Background: an optimization exercise with open tools, aiming at small area and a short achievable clock period. Do not read the settings as production practice. No activity file was given, so power comes from the tool's default toggle rates.

==> flow/design.v (excerpt) <==
module alu_reg
( input         clk,
  input  [2:0]  Op_code,
  input  [31:0] A, B,
  output [31:0] Y
);
  wire [31:0] u_c, y_c;
  wire [6:0]  g_c;
  reg  [31:0] u_r, y_r;
  reg  [6:0]  g_r;
  ALU_pre  u_pre  (.Op_code(Op_code), .A(A), .B(B), .U(u_c), .G(g_c));
  ALU_post u_post (.U(u_r), .G(g_r), .Y(y_c));
  always @(posedge clk) begin
    u_r <= u_c;
    g_r <= g_c;
    y_r <= y_c;
  end
  assign Y = y_r;
endmodule
Size in the first run: ~430 cells after synthesis, ~71 flip-flops, roughly 4200 um^2 of cells after synthesis.
Settings: LEC_CHECK=0, CAP_MARGIN=20, CORE_MARGIN=2, CORE_UTILIZATION=40, SETUP_SLACK_MARGIN=2.0, SLEW_MARGIN=20; clock period 4.5 ns.
run.sh (not shown) runs the stock make flow with config.mk's settings and CLKGATE_MAP_FILE= SYNTH_SCRIPT=/design/flow/synth_recipe.tcl, a recipe that flattens the netlist after the stock synthesis.
The starting point finished with timing, DRC and antenna clean.
Next try:
- ABC_CLOCK_PERIOD_IN_PS: default -> 2000
- SETUP_SLACK_MARGIN: 2.0 -> 2.5
After rerunning:
- The changed run ran to the end with no violations
- clock skew climbs by 0.0032 ns
- design area climbs by 12%
- via count climbs by 4.3%
Next try:
- ABC_AREA: default -> 1
- ABC_CLOCK_PERIOD_IN_PS: 2000 -> default
- SETUP_SLACK_MARGIN: 2.5 -> 2.7
Effect: Sequential share of layout area went up by 1.1 points. Core utilization went down by 1.6 points. Area after synthesis went down by about 2.8%. Non-clock buffer count went down by 12. Synthesized cell count went up by 20%. Setup slack is better by 0.14 ns. Final cell count went up by 12%. Register-to-register slack is better by 0.15 ns. Fmax went up by 6.1%. Worst hold slack is about the same.
No functional check of the RTL was part of any run of this note.

* * *

Setup of build 63:
Another version of the RTL of alu_reg (not shown whole).
Size in the first run: ~400 cells after synthesis, ~0.0040 mm² of cells after synthesis.
==> flow/config.mk <==
export PLATFORM = sky130hd
export DESIGN_NAME = alu_reg
export DESIGN_NICKNAME = alu_reg
export VERILOG_FILES = /design/flow/design.v
export SDC_FILE = /design/flow/constraint.sdc
export NUM_CORES = 8
export LEC_CHECK = 0
export CAP_MARGIN = 20
export CORE_MARGIN = 2
export CORE_UTILIZATION = 40
export SETUP_SLACK_MARGIN = 2.8
export SLEW_MARGIN = 20
export SYNTH_HIERARCHICAL = 1
==> flow/constraint.sdc <==
create_clock -name core_clock -period 4.5 [get_ports {clk}]
set_input_delay 0.9000 -clock core_clock [delete_from_list [all_inputs] [get_ports {clk}]]
set_output_delay 0.9000 -clock core_clock [all_outputs]
set_load 0.01 [all_outputs]
standard.sh (not shown) runs the stock make flow with config.mk's settings and CLKGATE_MAP_FILE= SYNTH_SCRIPT=/design/flow/synth_recipe.tcl, a recipe that flattens the netlist after the stock synthesis.
==> flow/flow/run.sh <==
#!/bin/bash
# Own flow: the standard layout (standard.sh), with the ports buffered by
# the smallest buffer rather than the one buffer_ports picks by itself.
set -euo pipefail
bash standard.sh "BUFFER_PORTS_ARGS=-buffer_cell sky130_fd_sc_hd__buf_1" finish > standard_make.log 2>&1
Edits applied to the flow inputs when going from build 63 to build 25:
==> flow/flow/run.sh <==
#!/bin/bash
# Own flow: the standard layout (standard.sh) with these changes:
#  - ports are buffered with the smallest buffer (buffer_ports -buffer_cell),
#  - before floorplanning every combinational cell is set to drive strength 1
#    (flow/downsize.tcl), so the timing repair starts from the smallest cells,
#  - clock tree synthesis adds no dummy loads.
# The make output goes to standard_make.log; ORFS keeps each step's log under
# orfs/logs/.
set -euo pipefail
here=$(pwd)
bash standard.sh \
  "BUFFER_PORTS_ARGS=-buffer_cell sky130_fd_sc_hd__buf_1" \
  "PRE_FLOORPLAN_TCL=$here/flow/downsize.tcl" \
  "CTS_ARGS=-sink_clustering_enable -repair_clock_nets -dont_use_dummy_load" \
  finish > standard_make.log 2>&1
==> flow/flow/downsize.tcl (new file) <==
# Start sizing from the smallest drive: swap every combinational cell that
# synthesis mapped to a larger drive strength for the _1 cell of the same
# function (same pins); the timing repair later sizes up what it needs.
# Flip-flops keep their cells.
set db [ord::get_db]
set block [ord::get_db_block]
set swapped 0
foreach inst [$block getInsts] {
  set m [$inst getMaster]
  set name [$m getName]
  if {![regexp {^(sky130_fd_sc_hd__([a-z0-9]+))_([0-9]+)$} $name -> base kind drive]} { continue }
  if {[string match "df*" $kind] || [string match "conb" $kind] || $drive == 1} { continue }
  set small [$db findMaster ${base}_1]
  if {$small eq "NULL" || $small eq ""} { continue }
  if {[$inst swapMaster $small]} { incr swapped }
}
puts "downsize: swapped $swapped cells to drive 1"
[summary]
Build 25: area after synthesis is 4.5% lower than what build 63 reported.
Compared with build 63, in build 25 global-route usage went up by 1.0 points, total non-filler cell area in the finished layout was more or less identical, core utilization went up by 3.1 points.
Looking at critical path capture point, the u_r[9] result is from build 63; the u_r[25] one comes from build 25.
Compared with build 63, first-pass GRT wire length in build 25 decreased slightly.
Delta(area added between synthesis and finish, build 25 - build 63) > 0
The setup slack number comes out lower for build 63 vs build 25.
Any difference in global routing met2 resource utilization between build 25 and build 63 is small enough to ignore.
Compared with build 63, build 25 shows a post-CTS setup buffer count that is about 56% higher.
No run of this note included a check of the RTL's function; only the layout flow was run.

* * *

the baseline:
Another version of the RTL of alu_reg (not shown whole).
Size: roughly 510 cells after synthesis, ~71 flip-flops.
// alu_reg
module alu_reg
( input         clk,
  input  [2:0]  Op_code,
  input  [31:0] A, B,
  output [31:0] Y
);
  wire [31:0] u_c, y_c;
  wire [6:0]  g_c;
  reg  [31:0] u_r, y_r;
  reg  [6:0]  g_r;
  ALU_pre  u_pre  (.Op_code(Op_code), .A(A), .B(B), .U(u_c), .G(g_c));
  ALU_post u_post (.U(u_r), .G(g_r), .Y(y_c));
  always @(posedge clk) begin
    u_r <= u_c;
    g_r <= g_c;
    y_r <= y_c;
  end
  assign Y = y_r;
endmodule
clock: 4.5 ns
lec_check: 0
abc_area: 1
cap_margin: 20
core_margin: 2
core_utilization: 40
setup_slack_margin: 2.3
slew_margin: 20
==> flow/flow/run.sh <==
#!/bin/bash
# Own flow: the standard layout (standard.sh), with the ports buffered by
# the smallest buffer rather than the one buffer_ports picks by itself.
set -euo pipefail
bash standard.sh "BUFFER_PORTS_ARGS=-buffer_cell sky130_fd_sc_hd__buf_1" finish > standard_make.log 2>&1
The baseline reached the final stage; the timing, DRC and antenna checks on its layout passed.
Edits applied to the flow inputs when going from the baseline to the candidate:
==> flow/run.sh (new file) <==
#!/bin/bash
# synth_recipe.tcl (not shown) runs the flow's synth.tcl, then flattens the netlist and writes it again
# the make line also repeats each setting of config.mk as NAME=value (left out here)
make -C /OpenROAD-flow-scripts/flow DESIGN_CONFIG=/design/flow/config.mk WORK_HOME=/design/flow/orfs CLKGATE_MAP_FILE= SYNTH_SCRIPT=/design/flow/synth_recipe.tcl finish
removed: flow/flow/run.sh
removed: flow/standard.sh
## What came out
Diff the baseline -> the candidate: overall power rose 14%, worst setup slack rose 0.050 ns. Summary — fraction of area in multi-input gates, the candidate relative to the baseline: lower, by 6.7 points. Re placeable core region: no difference whatsoever between the candidate and the baseline. [compare] base=the baseline new=the candidate: utilization moved up; cell area after layout went up by about 10%.
No run of this note included a check of the RTL's function; only the layout flow was run.

-- what the ideal ports hide --
How much do the figures lean on ideal ports? The routed layouts below were timed once more, with nothing changed but the port constraints.
Step 1, drivers: a clkbuf_16 drives clk and a buf_2 each remaining input, both assumed.
Step 2 moves the port delays by t, midway between the first and last clock arrival at a register: inputs arrive t later, outputs are due t later. That takes back most of the time a late clock gives input paths.
Three values: ideal, step 1, step 2; two values: the first two.
| run | t (ns) | setup slack, ns | worst hold slack (ns) | worst data-port slew with drivers (ns) | cell pins on the clock port's net |
|---|---|---|---|---|---|
| the first run of note 1 | 0.395 | 2.035 / 2.049 / 1.655 | 0.331 / 0.331 / 0.331 | 0.05 | 1 |
| the second run of note 1 | 0.383 | 2.084 / 2.069 / 1.686 | 0.330 / 0.330 / 0.330 | 0.08 | 1 |
| the third run of note 1 | 0.372 | 2.223 / 2.181 / 1.809 | 0.332 / 0.332 / 0.332 | 0.07 | 1 |
| build 63 | 0.386 | 2.540 / 2.511 / 2.125 | 0.335 / 0.335 / 0.335 | 0.10 | 1 |
| build 25 | 0.376 | 2.544 / 2.497 / 2.121 | 0.319 / 0.319 / 0.319 | 0.10 | 1 |
| the baseline | 0.378 | 2.234 / 2.202 / 1.825 | 0.340 / 0.340 / 0.340 | 0.06 | 1 |
| the candidate | 0.378 | 2.284 / 2.259 / 1.882 | 0.340 / 0.340 / 0.340 | 0.07 | 1 |
After both steps setup and hold are still met in every run listed. For build 25, which loses most, drivers alone change the setup slack by -0.047 ns; drivers and shift together by -0.423 ns.
